Background: an optimization exercise with open tools, aiming at small area and a short achievable clock period. Do not read the settings as production practice.
Function was checked by simulation only, so behaviour that the tests miss may differ from the original.

===== flow/config.mk =====
export PLATFORM = sky130hd
export DESIGN_NAME = demapper
export DESIGN_NICKNAME = demapper
export VERILOG_FILES = /design/flow/design.v
export SDC_FILE = /design/flow/constraint.sdc
export NUM_CORES = 4
export LEC_CHECK = 0
export CAP_MARGIN = 20
export CORE_MARGIN = 2
export CORE_UTILIZATION = 40
export SLEW_MARGIN = 20

===== flow/constraint.sdc =====
create_clock -name core_clock -period 85.0 [get_ports {clk}]
set_input_delay 17.0000 -clock core_clock [delete_from_list [all_inputs] [get_ports {clk}]]
set_output_delay 17.0000 -clock core_clock [all_outputs]
set_load 0.01 [all_outputs]

===== flow/design.v =====
`timescale 1ns / 1ps
module cadd #(parameter W = 24) (
  input [W-1:0] a,
  input [W-1:0] b,
  input m,
  input ci,
  output [W-1:0] s,
  output co
);
  wire [W:0] c;
  wire [W-1:0] bb = b ^ {W{m}};
  assign c[0] = ci;
  genvar k;
  generate for (k = 0; k < W; k = k + 1) begin : g
    assign s[k] = a[k] ^ bb[k] ^ c[k];
    assign c[k+1] = (a[k] & bb[k]) | (c[k] & (a[k] ^ bb[k]));
  end endgenerate
  assign co = c[W];
endmodule
`timescale 1ns / 1ps
module demapper #(
  parameter MAX_BITS = 5
)(
  input clk,
  input rst,                    
  input enable,                 
  input [15:0] x_real,
  input [15:0] x_imag,
  input [3:0]  coding_rate,
  output reg [MAX_BITS-1:0] bits,
  output reg valid_out
);
  reg [15:0] xr_q, xi_q;
  reg [3:0] cr_q;
  always @(posedge clk) begin
    xr_q <= x_real;
    xi_q <= x_imag;
    cr_q <= coding_rate;
  end
  reg [9:0] vp;
  always @(posedge clk) begin
    if (rst) begin
      vp <= 10'd0;
      valid_out <= 1'b0;
    end else begin
      vp <= {vp[8:0], enable};
      valid_out <= vp[9];
    end
  end
  wire [15:0] ax, ay;
  cadd #(.W(16)) u_ax (.a(16'd0), .b(xr_q), .m(xr_q[15]), .ci(xr_q[15]), .s(ax), .co());
  cadd #(.W(16)) u_ay (.a(16'd0), .b(xi_q), .m(xi_q[15]), .ci(xi_q[15]), .s(ay), .co());
  wire big = (|ax[15:8]) | (|ay[15:8]);
  wire xgt = ax[7:0] > ay[7:0];
  wire [7:0] mx = xgt ? ax[7:0] : ay[7:0];
  wire [7:0] mn = xgt ? ay[7:0] : ax[7:0];
  wire [9:0] mag = mx + (mn >> 2) + (mn >> 3) + (mn >> 4) - (mn >> 6) - (mn >> 7);
  reg [9:0] t1, t2;
  always @(*) begin
    case (cr_q)
      4'd3: begin t1 = 10'd57; t2 = 10'd175; end
      4'd4: begin t1 = 10'd59; t2 = 10'd176; end
      4'd5: begin t1 = 10'd62; t2 = 10'd178; end
      4'd6: begin t1 = 10'd63; t2 = 10'd179; end
      default: begin t1 = 10'd54; t2 = 10'd173; end
    endcase
  end
  wire ri_0 = ~big & (mag < t1);           
  wire rm_0 = ~big & ~ri_0 & (mag < t2);   
  wire qx_0 = xr_q[15], qy_0 = xi_q[15];
  wire [23:0] x_0 = {ax, 8'd0};
  wire [23:0] y_0 = {xi_q, 8'd0};
  wire s_0 = y_0[23];
  wire [15:0] y1_0; wire y1_0_co;
  wire m0 = ~(s_0 ^ qx_0);
  cadd #(.W(16)) u_y1_0 (.a(y_0[23:8]), .b(xr_q[15:0]), .m(m0), .ci(m0), .s(y1_0), .co(y1_0_co));
  wire [15:0] x1_0; wire x1_0_co;
  cadd #(.W(16)) u_x1_0 (.a(x_0[23:8]), .b({y_0[23:8]}), .m(s_0), .ci(s_0), .s(x1_0), .co(x1_0_co));
  wire [23:0] y_1 = {y1_0, 8'd0};
  wire [23:0] x_1 = {x1_0, 8'd0};
  wire s_1 = y_1[23];
  wire [16:0] y2_0; wire y2_0_co;
  cadd #(.W(17)) u_y2_0 (.a(y_1[23:7]), .b({x_1[23], x_1[23:8]}), .m(~s_1), .ci(~s_1), .s(y2_0), .co(y2_0_co));
  wire [16:0] x2_0; wire x2_0_co;
  cadd #(.W(17)) u_x2_0 (.a(x_1[23:7]), .b({y_1[23], y_1[23:8]}), .m(s_1), .ci(s_1), .s(x2_0), .co(x2_0_co));
  reg [16:0] yl_c1;
  always @(posedge clk) yl_c1 <= y2_0[16:0];
  reg [16:0] xl_c1;
  always @(posedge clk) xl_c1 <= x2_0[16:0];
  reg [0:0] s_c1;
  always @(posedge clk) s_c1 <= s_1;
  reg qx_c1;
  always @(posedge clk) qx_c1 <= qx_0;
  reg qy_c1;
  always @(posedge clk) qy_c1 <= qy_0;
  reg ri_c1;
  always @(posedge clk) ri_c1 <= ri_0;
  reg rm_c1;
  always @(posedge clk) rm_c1 <= rm_0;
  reg [1:0] d_c1;
  always @(posedge clk) d_c1 <= {~s_1, ~s_0};
  wire [23:0] y_2 = {yl_c1, 7'd0};
  wire [23:0] x_2 = {xl_c1, 7'd0};
  wire s_2 = y_2[23];
  wire [18:0] y3_0; wire y3_0_co;
  cadd #(.W(19)) u_y3_0 (.a(y_2[23:5]), .b({{2{x_2[23]}}, x_2[23:7]}), .m(~s_2), .ci(~s_2), .s(y3_0), .co(y3_0_co));
  wire [18:0] x3_0; wire x3_0_co;
  cadd #(.W(19)) u_x3_0 (.a(x_2[23:5]), .b({{2{y_2[23]}}, y_2[23:7]}), .m(s_2), .ci(s_2), .s(x3_0), .co(x3_0_co));
  wire [23:0] y_3 = {y3_0, 5'd0};
  wire [23:0] x_3 = {x3_0, 5'd0};
  wire s_3 = y_3[23];
  wire [15:0] y4_0; wire y4_0_co;
  cadd #(.W(16)) u_y4_0 (.a(y_3[17:2]), .b({x_3[20:5]}), .m(~s_3), .ci(~s_3), .s(y4_0), .co(y4_0_co));
  wire [15:0] x4_0; wire x4_0_co;
  cadd #(.W(16)) u_x4_0 (.a(x_3[17:2]), .b({y_3[20:5]}), .m(s_3), .ci(s_3), .s(x4_0), .co(x4_0_co));
  reg [15:0] yl_c3;
  always @(posedge clk) yl_c3 <= y4_0[15:0];
  reg [15:0] xl_c3;
  always @(posedge clk) xl_c3 <= x4_0[15:0];
  reg [0:0] cy_c3;
  always @(posedge clk) cy_c3 <= y4_0_co;
  reg [0:0] cx_c3;
  always @(posedge clk) cx_c3 <= x4_0_co;
  reg [5:0] yh_c3;
  always @(posedge clk) yh_c3 <= y_3[23:18];
  reg [5:0] xh_c3;
  always @(posedge clk) xh_c3 <= x_3[23:18];
  wire [23:0] xi_c3 = {xh_c3, 18'd0};
  wire [23:0] yi_c3 = {yh_c3, 18'd0};
  reg [0:0] s_c3;
  always @(posedge clk) s_c3 <= s_3;
  reg qx_c3;
  always @(posedge clk) qx_c3 <= qx_c1;
  reg qy_c3;
  always @(posedge clk) qy_c3 <= qy_c1;
  reg ri_c3;
  always @(posedge clk) ri_c3 <= ri_c1;
  reg rm_c3;
  always @(posedge clk) rm_c3 <= rm_c1;
  reg [3:0] d_c3;
  always @(posedge clk) d_c3 <= {~s_3, ~s_2, ~s_c1[0], d_c1[0]};
  wire [5:0] y4_1; wire y4_1_co;
  cadd #(.W(6)) u_y4_1 (.a(yi_c3[23:18]), .b({{3{xi_c3[23]}}, xi_c3[23:21]}), .m(~s_c3[0]), .ci(cy_c3[0]), .s(y4_1), .co(y4_1_co));
  wire [5:0] x4_1; wire x4_1_co;
  cadd #(.W(6)) u_x4_1 (.a(xi_c3[23:18]), .b({{3{yi_c3[23]}}, yi_c3[23:21]}), .m(s_c3[0]), .ci(cx_c3[0]), .s(x4_1), .co(x4_1_co));
  wire [23:0] y_4 = {y4_1, yl_c3, 2'd0};
  wire [23:0] x_4 = {x4_1, xl_c3, 2'd0};
  wire s_4 = y_4[23];
  wire [23:0] y5_0; wire y5_0_co;
  cadd #(.W(24)) u_y5_0 (.a(y_4[23:0]), .b({{4{x_4[23]}}, x_4[23:4]}), .m(~s_4), .ci(~s_4), .s(y5_0), .co(y5_0_co));
  wire [23:0] x5_0; wire x5_0_co;
  cadd #(.W(24)) u_x5_0 (.a(x_4[23:0]), .b({{4{y_4[23]}}, y_4[23:4]}), .m(s_4), .ci(s_4), .s(x5_0), .co(x5_0_co));
  wire [23:0] y_5 = {y5_0};
  wire [23:0] x_5 = {x5_0};
  wire s_5 = y_5[23];
  wire [3:0] y6_0; wire y6_0_co;
  cadd #(.W(4)) u_y6_0 (.a(y_5[3:0]), .b({x_5[8:5]}), .m(~s_5), .ci(~s_5), .s(y6_0), .co(y6_0_co));
  wire [3:0] x6_0; wire x6_0_co;
  cadd #(.W(4)) u_x6_0 (.a(x_5[3:0]), .b({y_5[8:5]}), .m(s_5), .ci(s_5), .s(x6_0), .co(x6_0_co));
  reg [3:0] yl_c5;
  always @(posedge clk) yl_c5 <= y6_0[3:0];
  reg [3:0] xl_c5;
  always @(posedge clk) xl_c5 <= x6_0[3:0];
  reg [0:0] cy_c5;
  always @(posedge clk) cy_c5 <= y6_0_co;
  reg [0:0] cx_c5;
  always @(posedge clk) cx_c5 <= x6_0_co;
  reg [19:0] yh_c5;
  always @(posedge clk) yh_c5 <= y_5[23:4];
  reg [19:0] xh_c5;
  always @(posedge clk) xh_c5 <= x_5[23:4];
  wire [23:0] xi_c5 = {xh_c5, 4'd0};
  wire [23:0] yi_c5 = {yh_c5, 4'd0};
  reg [0:0] s_c5;
  always @(posedge clk) s_c5 <= s_5;
  reg qx_c5;
  always @(posedge clk) qx_c5 <= qx_c3;
  reg qy_c5;
  always @(posedge clk) qy_c5 <= qy_c3;
  reg ri_c5;
  always @(posedge clk) ri_c5 <= ri_c3;
  reg rm_c5;
  always @(posedge clk) rm_c5 <= rm_c3;
  reg [5:0] d_c5;
  always @(posedge clk) d_c5 <= {~s_5, ~s_4, ~s_c3[0], d_c3[2], d_c3[1], d_c3[0]};
  wire [19:0] y6_1; wire y6_1_co;
  cadd #(.W(20)) u_y6_1 (.a(yi_c5[23:4]), .b({{5{xi_c5[23]}}, xi_c5[23:9]}), .m(~s_c5[0]), .ci(cy_c5[0]), .s(y6_1), .co(y6_1_co));
  wire [19:0] x6_1; wire x6_1_co;
  cadd #(.W(20)) u_x6_1 (.a(xi_c5[23:4]), .b({{5{yi_c5[23]}}, yi_c5[23:9]}), .m(s_c5[0]), .ci(cx_c5[0]), .s(x6_1), .co(x6_1_co));
  wire [23:0] y_6 = {y6_1, yl_c5};
  wire [23:0] x_6 = {x6_1, xl_c5};
  wire s_6 = y_6[23];
  wire [17:0] y7_0; wire y7_0_co;
  cadd #(.W(18)) u_y7_0 (.a(y_6[17:0]), .b({x_6[23:6]}), .m(~s_6), .ci(~s_6), .s(y7_0), .co(y7_0_co));
  wire [17:0] x7_0; wire x7_0_co;
  cadd #(.W(18)) u_x7_0 (.a(x_6[17:0]), .b({y_6[23:6]}), .m(s_6), .ci(s_6), .s(x7_0), .co(x7_0_co));
  reg [17:0] yl_c6;
  always @(posedge clk) yl_c6 <= y7_0[17:0];
  reg [17:0] xl_c6;
  always @(posedge clk) xl_c6 <= x7_0[17:0];
  reg [0:0] cy_c6;
  always @(posedge clk) cy_c6 <= y7_0_co;
  reg [0:0] cx_c6;
  always @(posedge clk) cx_c6 <= x7_0_co;
  reg [5:0] yh_c6;
  always @(posedge clk) yh_c6 <= y_6[23:18];
  reg [5:0] xh_c6;
  always @(posedge clk) xh_c6 <= x_6[23:18];
  wire [23:0] xi_c6 = {xh_c6, 18'd0};
  wire [23:0] yi_c6 = {yh_c6, 18'd0};
  reg [0:0] s_c6;
  always @(posedge clk) s_c6 <= s_6;
  reg qx_c6;
  always @(posedge clk) qx_c6 <= qx_c5;
  reg qy_c6;
  always @(posedge clk) qy_c6 <= qy_c5;
  reg ri_c6;
  always @(posedge clk) ri_c6 <= ri_c5;
  reg rm_c6;
  always @(posedge clk) rm_c6 <= rm_c5;
  reg [6:0] d_c6;
  always @(posedge clk) d_c6 <= {~s_6, ~s_c5[0], d_c5[4], d_c5[3], d_c5[2], d_c5[1], d_c5[0]};
  wire [5:0] y7_1; wire y7_1_co;
  cadd #(.W(6)) u_y7_1 (.a(yi_c6[23:18]), .b({{6{xi_c6[23]}}}), .m(~s_c6[0]), .ci(cy_c6[0]), .s(y7_1), .co(y7_1_co));
  wire [5:0] x7_1; wire x7_1_co;
  cadd #(.W(6)) u_x7_1 (.a(xi_c6[23:18]), .b({{6{yi_c6[23]}}}), .m(s_c6[0]), .ci(cx_c6[0]), .s(x7_1), .co(x7_1_co));
  wire [23:0] y_7 = {y7_1, yl_c6};
  wire [23:0] x_7 = {x7_1, xl_c6};
  wire s_7 = y_7[23];
  wire [23:0] y8_0; wire y8_0_co;
  cadd #(.W(24)) u_y8_0 (.a(y_7[23:0]), .b({{7{x_7[23]}}, x_7[23:7]}), .m(~s_7), .ci(~s_7), .s(y8_0), .co(y8_0_co));
  wire [23:0] x8_0; wire x8_0_co;
  cadd #(.W(24)) u_x8_0 (.a(x_7[23:0]), .b({{7{y_7[23]}}, y_7[23:7]}), .m(s_7), .ci(s_7), .s(x8_0), .co(x8_0_co));
  wire [23:0] y_8 = {y8_0};
  wire [23:0] x_8 = {x8_0};
  wire s_8 = y_8[23];
  wire [3:0] y9_0; wire y9_0_co;
  cadd #(.W(4)) u_y9_0 (.a(y_8[3:0]), .b({x_8[11:8]}), .m(~s_8), .ci(~s_8), .s(y9_0), .co(y9_0_co));
  wire [3:0] x9_0; wire x9_0_co;
  cadd #(.W(4)) u_x9_0 (.a(x_8[3:0]), .b({y_8[11:8]}), .m(s_8), .ci(s_8), .s(x9_0), .co(x9_0_co));
  reg [3:0] yl_c8;
  always @(posedge clk) yl_c8 <= y9_0[3:0];
  reg [3:0] xl_c8;
  always @(posedge clk) xl_c8 <= x9_0[3:0];
  reg [0:0] cy_c8;
  always @(posedge clk) cy_c8 <= y9_0_co;
  reg [0:0] cx_c8;
  always @(posedge clk) cx_c8 <= x9_0_co;
  reg [19:0] yh_c8;
  always @(posedge clk) yh_c8 <= y_8[23:4];
  reg [19:0] xh_c8;
  always @(posedge clk) xh_c8 <= x_8[23:4];
  wire [23:0] xi_c8 = {xh_c8, 4'd0};
  wire [23:0] yi_c8 = {yh_c8, 4'd0};
  reg [0:0] s_c8;
  always @(posedge clk) s_c8 <= s_8;
  reg qx_c8;
  always @(posedge clk) qx_c8 <= qx_c6;
  reg qy_c8;
  always @(posedge clk) qy_c8 <= qy_c6;
  reg ri_c8;
  always @(posedge clk) ri_c8 <= ri_c6;
  reg rm_c8;
  always @(posedge clk) rm_c8 <= rm_c6;
  reg [8:0] d_c8;
  always @(posedge clk) d_c8 <= {~s_8, ~s_7, ~s_c6[0], d_c6[5], d_c6[4], d_c6[3], d_c6[2], d_c6[1], d_c6[0]};
  wire [19:0] y9_1; wire y9_1_co;
  cadd #(.W(20)) u_y9_1 (.a(yi_c8[23:4]), .b({{8{xi_c8[23]}}, xi_c8[23:12]}), .m(~s_c8[0]), .ci(cy_c8[0]), .s(y9_1), .co(y9_1_co));
  wire [19:0] x9_1; wire x9_1_co;
  cadd #(.W(20)) u_x9_1 (.a(xi_c8[23:4]), .b({{8{yi_c8[23]}}, yi_c8[23:12]}), .m(s_c8[0]), .ci(cx_c8[0]), .s(x9_1), .co(x9_1_co));
  wire [23:0] y_9 = {y9_1, yl_c8};
  wire [23:0] x_9 = {x9_1, xl_c8};
  wire s_9 = y_9[23];
  wire [17:0] y10_0; wire y10_0_co;
  cadd #(.W(18)) u_y10_0 (.a(y_9[17:0]), .b({{3{x_9[23]}}, x_9[23:9]}), .m(~s_9), .ci(~s_9), .s(y10_0), .co(y10_0_co));
  wire [17:0] x10_0; wire x10_0_co;
  cadd #(.W(18)) u_x10_0 (.a(x_9[17:0]), .b({{3{y_9[23]}}, y_9[23:9]}), .m(s_9), .ci(s_9), .s(x10_0), .co(x10_0_co));
  reg [17:0] yl_c9;
  always @(posedge clk) yl_c9 <= y10_0[17:0];
  reg [17:0] xl_c9;
  always @(posedge clk) xl_c9 <= x10_0[17:0];
  reg [0:0] cy_c9;
  always @(posedge clk) cy_c9 <= y10_0_co;
  reg [0:0] cx_c9;
  always @(posedge clk) cx_c9 <= x10_0_co;
  reg [5:0] yh_c9;
  always @(posedge clk) yh_c9 <= y_9[23:18];
  reg [5:0] xh_c9;
  always @(posedge clk) xh_c9 <= x_9[23:18];
  wire [23:0] xi_c9 = {xh_c9, 18'd0};
  wire [23:0] yi_c9 = {yh_c9, 18'd0};
  reg [0:0] s_c9;
  always @(posedge clk) s_c9 <= s_9;
  reg qx_c9;
  always @(posedge clk) qx_c9 <= qx_c8;
  reg qy_c9;
  always @(posedge clk) qy_c9 <= qy_c8;
  reg ri_c9;
  always @(posedge clk) ri_c9 <= ri_c8;
  reg rm_c9;
  always @(posedge clk) rm_c9 <= rm_c8;
  reg [9:0] d_c9;
  always @(posedge clk) d_c9 <= {~s_9, ~s_c8[0], d_c8[7], d_c8[6], d_c8[5], d_c8[4], d_c8[3], d_c8[2], d_c8[1], d_c8[0]};
  wire [5:0] y10_1; wire y10_1_co;
  cadd #(.W(6)) u_y10_1 (.a(yi_c9[23:18]), .b({{6{xi_c9[23]}}}), .m(~s_c9[0]), .ci(cy_c9[0]), .s(y10_1), .co(y10_1_co));
  wire [5:0] x10_1; wire x10_1_co;
  cadd #(.W(6)) u_x10_1 (.a(xi_c9[23:18]), .b({{6{yi_c9[23]}}}), .m(s_c9[0]), .ci(cx_c9[0]), .s(x10_1), .co(x10_1_co));
  wire [23:0] y_10 = {y10_1, yl_c9};
  wire [23:0] x_10 = {x10_1, xl_c9};
  wire s_10 = y_10[23];
  wire [23:0] y11_0; wire y11_0_co;
  cadd #(.W(24)) u_y11_0 (.a(y_10[23:0]), .b({{10{x_10[23]}}, x_10[23:10]}), .m(~s_10), .ci(~s_10), .s(y11_0), .co(y11_0_co));
  wire [23:0] x11_0; wire x11_0_co;
  cadd #(.W(24)) u_x11_0 (.a(x_10[23:0]), .b({{10{y_10[23]}}, y_10[23:10]}), .m(s_10), .ci(s_10), .s(x11_0), .co(x11_0_co));
  wire [23:0] y_11 = {y11_0};
  wire [23:0] x_11 = {x11_0};
  wire s_11 = y_11[23];
  wire [3:0] y12_0; wire y12_0_co;
  cadd #(.W(4)) u_y12_0 (.a(y_11[3:0]), .b({x_11[14:11]}), .m(~s_11), .ci(~s_11), .s(y12_0), .co(y12_0_co));
  wire [3:0] x12_0; wire x12_0_co;
  cadd #(.W(4)) u_x12_0 (.a(x_11[3:0]), .b({y_11[14:11]}), .m(s_11), .ci(s_11), .s(x12_0), .co(x12_0_co));
  reg [3:0] yl_c11;
  always @(posedge clk) yl_c11 <= y12_0[3:0];
  reg [3:0] xl_c11;
  always @(posedge clk) xl_c11 <= x12_0[3:0];
  reg [0:0] cy_c11;
  always @(posedge clk) cy_c11 <= y12_0_co;
  reg [0:0] cx_c11;
  always @(posedge clk) cx_c11 <= x12_0_co;
  reg [19:0] yh_c11;
  always @(posedge clk) yh_c11 <= y_11[23:4];
  reg [19:0] xh_c11;
  always @(posedge clk) xh_c11 <= x_11[23:4];
  wire [23:0] xi_c11 = {xh_c11, 4'd0};
  wire [23:0] yi_c11 = {yh_c11, 4'd0};
  reg [0:0] s_c11;
  always @(posedge clk) s_c11 <= s_11;
  reg qx_c11;
  always @(posedge clk) qx_c11 <= qx_c9;
  reg qy_c11;
  always @(posedge clk) qy_c11 <= qy_c9;
  reg ri_c11;
  always @(posedge clk) ri_c11 <= ri_c9;
  reg rm_c11;
  always @(posedge clk) rm_c11 <= rm_c9;
  reg [11:0] d_c11;
  always @(posedge clk) d_c11 <= {~s_11, ~s_10, ~s_c9[0], d_c9[8], d_c9[7], d_c9[6], d_c9[5], d_c9[4], d_c9[3], d_c9[2], d_c9[1], d_c9[0]};
  wire [19:0] y12_1; wire y12_1_co;
  cadd #(.W(20)) u_y12_1 (.a(yi_c11[23:4]), .b({{11{xi_c11[23]}}, xi_c11[23:15]}), .m(~s_c11[0]), .ci(cy_c11[0]), .s(y12_1), .co(y12_1_co));
  wire [19:0] x12_1; wire x12_1_co;
  cadd #(.W(20)) u_x12_1 (.a(xi_c11[23:4]), .b({{11{yi_c11[23]}}, yi_c11[23:15]}), .m(s_c11[0]), .ci(cx_c11[0]), .s(x12_1), .co(x12_1_co));
  wire [23:0] y_12 = {y12_1, yl_c11};
  wire [23:0] x_12 = {x12_1, xl_c11};
  wire s_12 = y_12[23];
  wire [17:0] y13_0; wire y13_0_co;
  cadd #(.W(18)) u_y13_0 (.a(y_12[17:0]), .b({{6{x_12[23]}}, x_12[23:12]}), .m(~s_12), .ci(~s_12), .s(y13_0), .co(y13_0_co));
  wire [17:0] x13_0; wire x13_0_co;
  cadd #(.W(18)) u_x13_0 (.a(x_12[17:0]), .b({{6{y_12[23]}}, y_12[23:12]}), .m(s_12), .ci(s_12), .s(x13_0), .co(x13_0_co));
  reg [17:0] yl_c12;
  always @(posedge clk) yl_c12 <= y13_0[17:0];
  reg [17:0] xl_c12;
  always @(posedge clk) xl_c12 <= x13_0[17:0];
  reg [0:0] cy_c12;
  always @(posedge clk) cy_c12 <= y13_0_co;
  reg [0:0] cx_c12;
  always @(posedge clk) cx_c12 <= x13_0_co;
  reg [5:0] yh_c12;
  always @(posedge clk) yh_c12 <= y_12[23:18];
  reg [5:0] xh_c12;
  always @(posedge clk) xh_c12 <= x_12[23:18];
  wire [23:0] xi_c12 = {xh_c12, 18'd0};
  wire [23:0] yi_c12 = {yh_c12, 18'd0};
  reg [0:0] s_c12;
  always @(posedge clk) s_c12 <= s_12;
  reg qx_c12;
  always @(posedge clk) qx_c12 <= qx_c11;
  reg qy_c12;
  always @(posedge clk) qy_c12 <= qy_c11;
  reg ri_c12;
  always @(posedge clk) ri_c12 <= ri_c11;
  reg rm_c12;
  always @(posedge clk) rm_c12 <= rm_c11;
  reg [12:0] d_c12;
  always @(posedge clk) d_c12 <= {~s_12, ~s_c11[0], d_c11[10], d_c11[9], d_c11[8], d_c11[7], d_c11[6], d_c11[5], d_c11[4], d_c11[3], d_c11[2], d_c11[1], d_c11[0]};
  wire [5:0] y13_1; wire y13_1_co;
  cadd #(.W(6)) u_y13_1 (.a(yi_c12[23:18]), .b({{6{xi_c12[23]}}}), .m(~s_c12[0]), .ci(cy_c12[0]), .s(y13_1), .co(y13_1_co));
  wire [5:0] x13_1; wire x13_1_co;
  cadd #(.W(6)) u_x13_1 (.a(xi_c12[23:18]), .b({{6{yi_c12[23]}}}), .m(s_c12[0]), .ci(cx_c12[0]), .s(x13_1), .co(x13_1_co));
  wire [23:0] y_13 = {y13_1, yl_c12};
  wire [23:0] x_13 = {x13_1, xl_c12};
  wire s_13 = y_13[23];
  wire [23:0] y14_0; wire y14_0_co;
  cadd #(.W(24)) u_y14_0 (.a(y_13[23:0]), .b({{13{x_13[23]}}, x_13[23:13]}), .m(~s_13), .ci(~s_13), .s(y14_0), .co(y14_0_co));
  wire [23:0] x14_0; wire x14_0_co;
  cadd #(.W(24)) u_x14_0 (.a(x_13[23:0]), .b({{13{y_13[23]}}, y_13[23:13]}), .m(s_13), .ci(s_13), .s(x14_0), .co(x14_0_co));
  wire [23:0] y_14 = {y14_0};
  wire [23:0] x_14 = {x14_0};
  wire s_14 = y_14[23];
  wire [3:0] y15_0; wire y15_0_co;
  cadd #(.W(4)) u_y15_0 (.a(y_14[3:0]), .b({x_14[17:14]}), .m(~s_14), .ci(~s_14), .s(y15_0), .co(y15_0_co));
  reg [0:0] cy_c14;
  always @(posedge clk) cy_c14 <= y15_0_co;
  reg [19:0] yh_c14;
  always @(posedge clk) yh_c14 <= y_14[23:4];
  reg [5:0] xh_c14;
  always @(posedge clk) xh_c14 <= x_14[23:18];
  wire [23:0] xi_c14 = {xh_c14, 18'd0};
  wire [23:0] yi_c14 = {yh_c14, 4'd0};
  reg [0:0] s_c14;
  always @(posedge clk) s_c14 <= s_14;
  reg qx_c14;
  always @(posedge clk) qx_c14 <= qx_c12;
  reg qy_c14;
  always @(posedge clk) qy_c14 <= qy_c12;
  reg ri_c14;
  always @(posedge clk) ri_c14 <= ri_c12;
  reg rm_c14;
  always @(posedge clk) rm_c14 <= rm_c12;
  reg [14:0] d_c14;
  always @(posedge clk) d_c14 <= {~s_14, ~s_13, ~s_c12[0], d_c12[11], d_c12[10], d_c12[9], d_c12[8], d_c12[7], d_c12[6], d_c12[5], d_c12[4], d_c12[3], d_c12[2], d_c12[1], d_c12[0]};
  wire [19:0] y15_1; wire y15_1_co;
  cadd #(.W(20)) u_y15_1 (.a(yi_c14[23:4]), .b({{14{xi_c14[23]}}, xi_c14[23:18]}), .m(~s_c14[0]), .ci(cy_c14[0]), .s(y15_1), .co(y15_1_co));
  wire [23:0] y_15 = {y15_1, 4'd0};
  wire s_15 = y_15[23];
  wire [15:0] dv = {~s_15, ~s_c14[0], d_c14[13], d_c14[12], d_c14[11], d_c14[10], d_c14[9], d_c14[8], d_c14[7], d_c14[6], d_c14[5], d_c14[4], d_c14[3], d_c14[2], d_c14[1], d_c14[0]};
  reg [19:0] rom;
  always @(*) begin
    case (dv[5:0])
      6'd0: rom = 20'hE41B9;
      6'd1: rom = 20'hFD3D9;
      6'd2: rom = 20'hF2F1D;
      6'd3: rom = 20'h0C13D;
      6'd4: rom = 20'hEBF27;
      6'd5: rom = 20'h05147;
      6'd6: rom = 20'hFAC8B;
      6'd7: rom = 20'h13EAB;
      6'd8: rom = 20'hE8165;
      6'd9: rom = 20'h01385;
      6'd10: rom = 20'hF6EC9;
      6'd11: rom = 20'h100E9;
      6'd12: rom = 20'hEFED3;
      6'd13: rom = 20'h090F3;
      6'd14: rom = 20'hFEC37;
      6'd15: rom = 20'h17E57;
      6'd16: rom = 20'hE61AF;
      6'd17: rom = 20'hFF3CF;
      6'd18: rom = 20'hF4F13;
      6'd19: rom = 20'h0E133;
      6'd20: rom = 20'hEDF1D;
      6'd21: rom = 20'h0713D;
      6'd22: rom = 20'hFCC81;
      6'd23: rom = 20'h15EA1;
      6'd24: rom = 20'hEA15B;
      6'd25: rom = 20'h0337B;
      6'd26: rom = 20'hF8EBF;
      6'd27: rom = 20'h120DF;
      6'd28: rom = 20'hF1EC9;
      6'd29: rom = 20'h0B0E9;
      6'd30: rom = 20'h00C2D;
      6'd31: rom = 20'h19E4D;
      6'd32: rom = 20'hE51B7;
      6'd33: rom = 20'hFE3D7;
      6'd34: rom = 20'hF3F1B;
      6'd35: rom = 20'h0D13B;
      6'd36: rom = 20'hECF25;
      6'd37: rom = 20'h06145;
      6'd38: rom = 20'hFBC89;
      6'd39: rom = 20'h14EA9;
      6'd40: rom = 20'hE9163;
      6'd41: rom = 20'h02383;
      6'd42: rom = 20'hF7EC7;
      6'd43: rom = 20'h110E7;
      6'd44: rom = 20'hF0ED1;
      6'd45: rom = 20'h0A0F1;
      6'd46: rom = 20'hFFC35;
      6'd47: rom = 20'h18E55;
      6'd48: rom = 20'hE71AD;
      6'd49: rom = 20'h003CD;
      6'd50: rom = 20'hF5F11;
      6'd51: rom = 20'h0F131;
      6'd52: rom = 20'hEEF1B;
      6'd53: rom = 20'h0813B;
      6'd54: rom = 20'hFDC7F;
      6'd55: rom = 20'h16E9F;
      6'd56: rom = 20'hEB159;
      6'd57: rom = 20'h04379;
      6'd58: rom = 20'hF9EBD;
      6'd59: rom = 20'h130DD;
      6'd60: rom = 20'hF2EC7;
      6'd61: rom = 20'h0C0E7;
      6'd62: rom = 20'h01C2B;
      6'd63: rom = 20'h1AE4B;
    endcase
  end
  wire [19:0] ang = rom + {8'd0, dv[6], dv[7], dv[8], dv[9], dv[10], dv[11], dv[12], dv[13], dv[14], dv[15], 2'b00};
  localparam [19:0] PI = 20'h3243F;
  reg [19:0] angq;
  always @(*) begin
    case ({qx_c14, qy_c14})
      2'b00: angq = ang;
      2'b01: angq = PI + PI + ang;
      default: angq = PI - ang;
    endcase
  end
  wire [11:0] a12 = angq[19:8];
  reg [4:0] lab;
  reg [11:0] dv2;
  always @(*) begin
    if (ri_c14) begin
      if      (a12 < 12'd402)  lab = 5'b10001;
      else if (a12 < 12'd804)  lab = 5'b10101;
      else if (a12 < 12'd1206) lab = 5'b10111;
      else                     lab = 5'b10011;
      dv2 = 12'd0;
    end else if (rm_c14) begin
      dv2 = (a12 < 12'd134) ? a12 + 12'd1474 : a12 - 12'd134;
      if      (dv2 < 12'd134)  lab = 5'b00000;
      else if (dv2 < 12'd268)  lab = 5'b00001;
      else if (dv2 < 12'd402)  lab = 5'b00101;
      else if (dv2 < 12'd536)  lab = 5'b00100;
      else if (dv2 < 12'd670)  lab = 5'b10100;
      else if (dv2 < 12'd804)  lab = 5'b10110;
      else if (dv2 < 12'd938)  lab = 5'b00110;
      else if (dv2 < 12'd1072) lab = 5'b00111;
      else if (dv2 < 12'd1206) lab = 5'b00011;
      else if (dv2 < 12'd1340) lab = 5'b00010;
      else if (dv2 < 12'd1474) lab = 5'b10010;
      else                     lab = 5'b10000;
    end else begin
      dv2 = (a12 < 12'd151) ? a12 + 12'd1457 : a12 - 12'd151;
      if      (dv2 < 12'd100)  lab = 5'b11001;
      else if (dv2 < 12'd201)  lab = 5'b01001;
      else if (dv2 < 12'd301)  lab = 5'b01101;
      else if (dv2 < 12'd402)  lab = 5'b11101;
      else if (dv2 < 12'd502)  lab = 5'b01100;
      else if (dv2 < 12'd603)  lab = 5'b11100;
      else if (dv2 < 12'd703)  lab = 5'b11110;
      else if (dv2 < 12'd804)  lab = 5'b01110;
      else if (dv2 < 12'd904)  lab = 5'b11111;
      else if (dv2 < 12'd1005) lab = 5'b01111;
      else if (dv2 < 12'd1105) lab = 5'b01011;
      else if (dv2 < 12'd1206) lab = 5'b11011;
      else if (dv2 < 12'd1306) lab = 5'b01010;
      else if (dv2 < 12'd1407) lab = 5'b11010;
      else if (dv2 < 12'd1507) lab = 5'b11000;
      else                     lab = 5'b01000;
    end
  end
  always @(posedge clk) bits <= lab;
endmodule

===== flow/run.sh =====
#!/bin/bash
# synth_recipe.tcl (not shown) runs the flow's synth.tcl, then flattens the netlist and writes it again
# the make line also repeats each setting of config.mk as NAME=value (left out here)
make -C /OpenROAD-flow-scripts/flow DESIGN_CONFIG=/design/flow/config.mk WORK_HOME=/design/flow/orfs CLKGATE_MAP_FILE= SYNTH_SCRIPT=/design/flow/synth_recipe.tcl finish

==> flow_summary.json <==
{
  "crit_chain": "clkdlybuf4s50_1",
  "crit_required_ps": 68000,
  "period_share_pct": 21.69,
  "synth_nets": 3812,
  "overflow": 0,
  "crit_fanout": 1,
  "drive_gt1_share_pct": 6.425,
  "cp.buffers_inverters": 1,
  "clk_path_buf_depth": 3,
  "cpMaxStageDelayCell": "clkdlybuf4s50_1",
  "final-setup-viol-count": 0,
  "port_buffers": 44,
  "synth_warnings": 1,
  "synth_commonest_cells": "575 x dfxtp_1, 519 x inv_1, 480 x fa_1",
  "die_area_um2": 90330,
  "fmax_ghz": 0.05425,
  "drtIter0Drc": 830,
  "cts_tree": "done",
  "rsz0062_at_grt": "no",
  "htree_levels": 3,
  "timing.rr.end": "yl_c6[17]",
  "cp-start-kind": "register",
  "core_um2": 87020,
  "hold_buffers": 0,
  "hpwl_um": 50300,
  "drtAntennaViolNets": 0,
  "layout.nets": 3863,
  "finalHoldViolCount": 0,
  "end_kind": "primary output",
  "syn_area_um2": 35180,
  "yosysTopAreaCellShare_pct": 32.72,
  "critPathTopFamily": "buffers and inverters",
  "slew_viol_final": 0,
  "min_path_type": "reg -> reg",
  "wire_per_inst_um": 14.11,
  "path_clk_slew_ps": 60,
  "postLayoutCoreUtil_pct": 45.14,
  "r2r_slack_ps": 69830,
  "clock_latency_ps": 620,
  "holdWs_ps": 316.2,
  "avgSynthCellArea_um2": 11.44,
  "ys_types": 103,
  "grt_use_total_pct": 14.27,
  "placed_cell_area_um2": 36990,
  "diodes": 0,
  "min_from": "d_c8[2]",
  "seq_area_frac_synth_pct": 32.72,
  "synth-edff-count": 0,
  "cts_root_buf": "clkbuf_16",
  "min_path_cells": 0,
  "die_h_um": 300.6,
  "arrival_ps": 1430,
  "wl_um": 61090,
  "synth.area.top_cells": "dfxtp_1 33%, fa_1 27%, xnor2_1 7.9%",
  "maxCapViolCount": 0,
  "finalCriticalPeriod_ps": 18430,
  "synthFlopType": "dfxtp_1",
  "cts-resized-gates": 0,
  "antenna_found_initial": 1,
  "crit_type": "reg -> out",
  "fin_skew_ps": 18.51,
  "ioPinCount": 45,
  "hold_end": "d_c9[2]",
  "die_w_um": 300.6,
  "tns_ps": 0,
  "crit_start": "bits[0]",
  "synth_most_common_cell": "dfxtp_1",
  "synth_seq_cells": 575,
  "yosysTopAreaCell": "dfxtp_1",
  "synthArstFlopShare_pct": 0,
  "grt_pass1_wl_um": 104900,
  "num_vias": 19581,
  "num_rows": 108,
  "synthCells": 3074,
  "n_fill_cell": 8061,
  "max_stage_delay_ps": 520,
  "drtPass1Iterations": 7,
  "route.detailed.drc": 0,
  "gp_congestion": 0.8531,
  "clock-sinks": 575,
  "vias_per_cell": 4.522,
  "final_cell_area_um2": 39290,
  "syn_to_final_growth_pct": 11.68,
  "start_util_pct": 40.42,
  "numCtsBuffers": 67,
  "grt_max_degree": 41,
  "tightest_slew_ps": 1081,
  "dp.cells": 4211,
  "layout.cells.non_filler": 4330,
  "grt_pass1_vias": 20923,
  "maxSlewHeadroom_pct": 27.65,
  "worstReg2RegStart": "s_c5",
  "post_cts_buffers": 0,
  "status": "complete, no violations",
  "reg2reg_depth": 49
}
[state kept, by name, indices dropped and copies added (netlist names), 17 cells and up]
register,cells
xh_c11,20
xh_c5,20
xh_c8,20
xl_c1,17
xl_c12,18
xl_c6,18
xl_c9,18
yh_c11,19
yh_c14,19
yh_c5,19
yh_c8,19
yl_c1,17
yl_c12,18
yl_c6,18
yl_c9,18
[cells by family (layout without fill, tap and decap cells)]
kind of cell             after synthesis  count (layout)  share of synthesized area, %
AO/OA/AOI/OAI                        323             323                         6.690
XOR/XNOR                             539             539                         13.69
adder cells (fa/ha/maj)              699             699                         35.11
buffers and inverters                608             709                         6.584
flip-flops                           575             575                         32.72
multiplexers                          25              25                        0.7327
AND/OR/NAND/NOR                      305             305                         4.471
[how the worst max path moves through the flow]
| stage | end | slack (ps) | cells past startpoint |
|---|---|---|---|
| after floorplan | valid_out | 67560 | 2 |
| after global placement | valid_out | 66950 | 2 |
| after detailed placement | valid_out | 66950 | 2 |
| after CTS | bits[0] | 66510 | 1 |
| after global routing | bits[0] | 66500 | 1 |
| final | bits[0] | 66570 | 1 |
[through the flow]
step | worst slack [ps]
3_3_place_gp | 66950
2_1_floorplan | 67560
6_report | 66570
5_1_grt | 66500
4_1_cts | 66510
3_5_place_dp | 66950
[routing by layer]
metal	global-route usage, %	wire length (µm)	up-vias
met3	2.424	2010	94
met1	18.45	27380	9458
met5	0	0	-
met2	24.82	30360	272
li1	-	-	9757
met4	3.530	1335	0
[cell type report]
type	instances	area (µm²)	share of cell area, %
clock buffers	92	1971	5.016
well taps	1155	1445	3.678
inverters	521	1956	4.978
repair buffers	69	628.1	1.599
multi-input cells	1891	21460	54.62
clock inverters	27	314.1	0.7994
flip-flops and latches	575	11510	29.31
[placed cells by master (no fill, tap or decap), types with 29 or more instances in the layout]
| cell type | netlist | layout |
|---|---|---|
| ha_1 | 219 | 219 |
| o21ai_0 | 56 | 55 |
| inv_1 | 519 | 519 |
| fa_1 | 480 | 479 |
| clkbuf_16 | 0 | 67 |
| a21o_1 | 31 | 31 |
| nand2_1 | 76 | 76 |
| clkdlybuf4s50_1 | 0 | 44 |
| nand3_1 | 29 | 29 |
| dfxtp_1 | 575 | 573 |
| nor2_1 | 59 | 59 |
| a21oi_1 | 58 | 58 |
| xor2_1 | 213 | 209 |
| xnor2_1 | 317 | 312 |

-- what the ideal ports hide --
Ports are ideal in the flow. The routed layout listed here was re-timed in OpenROAD. Step 1: set_driving_cell puts a clkbuf_16 on clk and a buf_2 on each other input, an assumption about the parent block. Step 2 adds t to the input delays and takes it off the output delays; t is the mean of the earliest and latest rising clock arrival at the registers after step 1. Input paths then give back, and output paths get back, about the clock's delay inside the block. Three values: ideal ports, drivers, drivers and shift; two values: the first two.
t (ns): 0.676
setup WS [ns]: 66.567 / 66.502 / 66.930
clock arrival spread, ns: 0.024 / 0.024
slew at the worst register clock pin (ns): 0.06 / 0.06
worst data-port slew with drivers (ns): 0.04
After both steps this run still meets setup and hold. For this run, drivers alone change the setup slack by -0.065 ns; drivers and shift together by +0.363 ns.
